This is an optimization exercise on Yosys and OpenROAD, whose aim is small area and a short achievable clock period, not a production implementation.
Where RTL was checked, it was by simulation tests only, not by an equivalence proof against the original.
No activity file was given, so power comes from the tool's default toggle rates.

Design fp_multiplier, start of the top module:
module fp_multiplier(input [31:0] a, input [31:0] b, output [31:0] out, input clk,
	input rst, input in_valid, output out_valid);
export LEC_CHECK = 0
export CAP_MARGIN = 20
export CORE_MARGIN = 2
export CORE_UTILIZATION = 60
export CTS_BUF_LIST = sky130_fd_sc_hd__clkbuf_8
export CTS_CLUSTER_DIAMETER = 100
export CTS_CLUSTER_SIZE = 16
export PLACE_DENSITY = 0.75
export SLEW_MARGIN = 20
create_clock -name core_clock -period 2.5 [get_ports {clk}]
run.sh (not shown) runs the stock make flow with config.mk's settings and CLKGATE_MAP_FILE= SYNTH_SCRIPT=/design/flow/synth_recipe.tcl, a recipe that flattens the netlist after the stock synthesis.
Then changed:
- CORE_UTILIZATION: 60 -> 40
- GPL_TIMING_DRIVEN: not set -> 0
- PLACE_DENSITY: 0.75 -> not set
The new run finished but fails on setup timing.
Clock power went up by a few percent.
Clock skew increases by 0.016 ns.
Power climbs by a little under a tenth.
Routed wire length rises by well over a third.
Core utilization drops by 20 points.
Final area goes up by a little under a tenth.
Cell count rises by roughly a tenth.
Then changed:
- GPL_TIMING_DRIVEN: 0 -> not set
The changed run went through all stages and came out clean.
Routed wire length shrinks by 31%.
Clock skew grows by 0.021 ns.
Design area shrinks by 5.7%.
Synthesized cell count is unchanged.


fp_multiplier, a different RTL version from the one above (not shown whole).
For scale: roughly 360 flip-flops.
## fp_multiplier
module fp_multiplier(input [31:0] a, input [31:0] b, output [31:0] out, input clk,
	input rst, input in_valid, output out_valid);
==> flow/config.mk <==
export PLATFORM = sky130hd
export DESIGN_NAME = fp_multiplier
export DESIGN_NICKNAME = fp_multiplier
export VERILOG_FILES = /design/flow/design.v
export SDC_FILE = /design/flow/constraint.sdc
export NUM_CORES = 4
export LEC_CHECK = 0
export CAP_MARGIN = 20
export CORE_MARGIN = 2
export CORE_UTILIZATION = 40
export CTS_BUF_LIST = sky130_fd_sc_hd__clkbuf_8
export CTS_CLUSTER_DIAMETER = 100
export CTS_CLUSTER_SIZE = 16
export SETUP_SLACK_MARGIN = 0.075
export SLEW_MARGIN = 20
export SYNTH_HIERARCHICAL = 1
==> flow/constraint.sdc <==
create_clock -name core_clock -period 2.5 [get_ports {clk}]
set_input_delay 0.5000 -clock core_clock [delete_from_list [all_inputs] [get_ports {clk}]]
set_output_delay 0.5000 -clock core_clock [all_outputs]
set_load 0.01 [all_outputs]
Change:
--- a/flow/config.mk
+++ b/flow/config.mk
@@ -13,3 +13,3 @@
 export CTS_CLUSTER_SIZE = 16
-export SETUP_SLACK_MARGIN = 0.075
+export SETUP_SLACK_MARGIN = 0.05
 export SLEW_MARGIN = 20
After rerunning: The changed run ran to the end with no violations; global-route usage hardly moves; wire length is about the same; sequential cell count is unchanged; final cell count hardly moves; register-to-register slack barely changes; utilization is about the same; worst setup slack improves by 0.010 ns; fmax goes up by 0.44%; total power decreases by about 0.3%.
Change:
--- a/flow/config.mk
+++ b/flow/config.mk
@@ -13,3 +13,3 @@
 export CTS_CLUSTER_SIZE = 16
-export SETUP_SLACK_MARGIN = 0.05
+export SETUP_SLACK_MARGIN = 0.1
 export SLEW_MARGIN = 20
Result: The changed run went through all stages and came out clean; total power barely changes; via count barely changes; final area goes up by about 0.7%.
Change:
--- a/flow/config.mk
+++ b/flow/config.mk
@@ -13,3 +13,2 @@
 export CTS_CLUSTER_SIZE = 16
-export SETUP_SLACK_MARGIN = 0.1
 export SLEW_MARGIN = 20
With this change the flow reached the layout checks and failed them: negative setup slack.
Clock skew shrinks by 0.0065 ns.
Fmax shrinks by 8.1%.
Setup slack degrades by 0.21 ns.
Cell count shrinks by 0.40%.


fp_multiplier, a different RTL version from the one above (not shown whole).
For scale: roughly 2000 cells after synthesis, roughly 360 flip-flops.
make LEC_CHECK=0 CAP_MARGIN=20 CORE_MARGIN=2 CORE_UTILIZATION=40 CTS_BUF_LIST=sky130_fd_sc_hd__clkbuf_8 CTS_CLUSTER_DIAMETER=100 CTS_CLUSTER_SIZE=16 SETUP_SLACK_MARGIN=0.4 SLEW_MARGIN=20 SYNTH_HIERARCHICAL=1 finish   # period 2.5 ns
Change:
--- a/flow/config.mk
+++ b/flow/config.mk
@@ -12,5 +12,5 @@
 export CTS_CLUSTER_DIAMETER = 100
 export CTS_CLUSTER_SIZE = 16
-export SETUP_SLACK_MARGIN = 0.4
+export SETUP_SLACK_MARGIN = 0.2
 export SLEW_MARGIN = 20
 export SYNTH_HIERARCHICAL = 1
What happened: Clock-buffer cell count came out higher by 1. Cell count came out lower by 2.9%. Utilization came out lower by 4.5 points.
Change:
--- a/flow/config.mk
+++ b/flow/config.mk
@@ -12,5 +12,5 @@
 export CTS_CLUSTER_DIAMETER = 100
 export CTS_CLUSTER_SIZE = 16
-export SETUP_SLACK_MARGIN = 0.2
+export SETUP_SLACK_MARGIN = 0.05
 export SLEW_MARGIN = 20
 export SYNTH_HIERARCHICAL = 1
Maximum frequency falls by a few percent.
Worst setup slack loses 0.062 ns.
Hold slack is worse by 0.066 ns.
Final area is lower by a few percent.
Change:
--- a/flow/config.mk
+++ b/flow/config.mk
@@ -9,8 +9,7 @@
 export CORE_MARGIN = 2
 export CORE_UTILIZATION = 40
-export CTS_BUF_LIST = sky130_fd_sc_hd__clkbuf_8
+export CTS_BUF_LIST = sky130_fd_sc_hd__clkbuf_4 sky130_fd_sc_hd__clkbuf_8
 export CTS_CLUSTER_DIAMETER = 100
 export CTS_CLUSTER_SIZE = 16
-export SETUP_SLACK_MARGIN = 0.05
 export SLEW_MARGIN = 20
 export SYNTH_HIERARCHICAL = 1
=> Via count increases slightly; non-clock buffer count fell by 3; global-route usage hardly moves; sequential power is lower slightly; cell count stays flat; wire length is about the same; combinational power stays flat; design area shrinks slightly; power goes down slightly; clock skew drops by 0.0070 ns.


v6:
fp_multiplier, a different RTL version from the one above (not shown whole).
Size: roughly 400 flip-flops, about 100 I/O pins.
Settings: LEC_CHECK=0, CAP_MARGIN=20, CORE_MARGIN=2, CORE_UTILIZATION=40, SLEW_MARGIN=20; clock period 2.5 ns.
> inputs changed (v6 -> v7)
- an added CTS_BUF_LIST of sky130_fd_sc_hd__clkbuf_8
- an added CTS_CLUSTER_DIAMETER of 100
- an added CTS_CLUSTER_SIZE of 16
Results
v7 vs v6 on clock power share: v7 is the lower one. v7 -> v6: die boundary height delta 0, exact match. Comparing v6 against v7, there is no change at all in synthesized area. Compared to v6, v7 has combined global-route utilization of all metal layers 0.31 points lower. Per the comparison of v7 with v6, number of enable-type register cells in the synthesized netlist roughly the same; leakage power of the design lower.
Function was not checked in any run of this note: the RTL went through the layout flow alone.


== alpha ==
RTL: one of the versions met above, not the one the previous note started from.
For scale: ~2,000 cells after synthesis, roughly 100 I/O pins, roughly 22,000 um2 of cells after synthesis.
make LEC_CHECK=0 CAP_MARGIN=20 CORE_MARGIN=2 CORE_UTILIZATION=40 CTS_BUF_LIST=sky130_fd_sc_hd__clkbuf_8 CTS_CLUSTER_DIAMETER=100 CTS_CLUSTER_SIZE=16 SLEW_MARGIN=20 SYNTH_HIERARCHICAL=1 finish   # period 2.5 ns
Setup changes, alpha to beta
# alpha
export LEC_CHECK = 0
export CAP_MARGIN = 20
export CORE_MARGIN = 2
export CORE_UTILIZATION = 40
export CTS_BUF_LIST = sky130_fd_sc_hd__clkbuf_8
export CTS_CLUSTER_DIAMETER = 100
export CTS_CLUSTER_SIZE = 16
export SLEW_MARGIN = 20
export SYNTH_HIERARCHICAL = 1
create_clock -name core_clock -period 2.5 [get_ports {clk}]
# beta
export LEC_CHECK = 0
export CAP_MARGIN = 20
export CORE_MARGIN = 2
export CORE_UTILIZATION = 40
export CTS_BUF_LIST = sky130_fd_sc_hd__clkbuf_8
export CTS_CLUSTER_DIAMETER = 100
export CTS_CLUSTER_SIZE = 16
export GPL_TIMING_DRIVEN = 0
export SLEW_MARGIN = 20
export SYNTH_HIERARCHICAL = 1
create_clock -name core_clock -period 2.5 [get_ports {clk}]
==> comparison <==
[flow] beta | stages: complete | final checks: fail | reason: setup timing. Measured against beta, the number of buffers other than clock buffers in the final layout of alpha comes out at 0.866 times the reference value. Delta (beta minus alpha): overall track demand over capacity in global routing went up by 6.1 points, overall power of the completed layout up 0.0013 W, internal power consumption shows an increase of 3.2%, global-route met1 utilization now larger, core utilization up 1.3 points. Worst-margin pin slew: beta vs alpha up 63 ps.

static timing again, ports no longer ideal:
How much do the figures lean on ideal ports? The routed layouts below were timed once more, with nothing changed but the port constraints.
Step 1 sets driving cells, clkbuf_16 on the clock port and buf_2 on the other inputs (assumed; they add their load-dependent delay and slew).
Step 2 moves the port delays by t, midway between the first and last clock arrival at a register: inputs arrive t later, outputs are due t later. That takes back most of the time a late clock gives input paths.
Three values: ideal ports, drivers, drivers and shift; two values: the first two.
run	t, ns	slack for setup (ns)	hold WS [ns]	clock arrival spread, ns	worst register clock-pin slew, ns
the first run of note 1	0.673	0.046 / 0.046 / -0.563	0.258 / 0.226 / 0.330	0.018 / 0.017	0.10 / 0.10
the second run of note 1	0.695	-0.051 / -0.058 / -0.583	0.082 / 0.045 / 0.327	0.046 / 0.046	0.10 / 0.10
the third run of note 1	0.704	0.053 / 0.042 / -0.587	0.179 / 0.148 / 0.319	0.053 / 0.053	0.11 / 0.11
the first run of note 2	0.710	0.090 / 0.090 / -0.466	0.177 / 0.141 / 0.324	0.045 / 0.045	0.11 / 0.11
the second run of note 2	0.702	0.100 / 0.079 / -0.517	0.089 / 0.054 / 0.326	0.050 / 0.050	0.10 / 0.10
the third run of note 2	0.685	0.140 / 0.104 / -0.470	0.148 / 0.115 / 0.333	0.036 / 0.035	0.11 / 0.11
the fourth run of note 2	0.692	-0.067 / -0.121 / -0.519	0.088 / 0.056 / 0.321	0.026 / 0.026	0.11 / 0.11
the first run of note 3	0.665	0.036 / -0.019 / -0.245	0.047 / 0.020 / 0.320	0.019 / 0.019	0.11 / 0.11
the second run of note 3	0.662	0.119 / 0.078 / -0.398	0.105 / 0.091 / 0.321	0.018 / 0.018	0.10 / 0.10
the third run of note 3	0.680	0.056 / 0.056 / -0.567	0.040 / 0.008 / 0.334	0.044 / 0.045	0.10 / 0.10
the fourth run of note 3	0.677	0.058 / 0.029 / -0.548	0.082 / 0.052 / 0.325	0.040 / 0.040	0.11 / 0.11
v6	0.639	0.013 / 0.001 / -0.515	0.059 / 0.018 / 0.316	0.033 / 0.033	0.06 / 0.06
v7	0.691	0.034 / 0.034 / -0.606	0.065 / 0.030 / 0.325	0.035 / 0.036	0.11 / 0.11
alpha	0.677	0.058 / 0.029 / -0.548	0.082 / 0.052 / 0.325	0.040 / 0.040	0.11 / 0.11
beta	0.692	-0.039 / -0.039 / -0.554	0.060 / 0.022 / 0.329	0.020 / 0.020	0.10 / 0.10
With both steps, setup timing fails in 12 of these runs, where it was met with ideal ports.
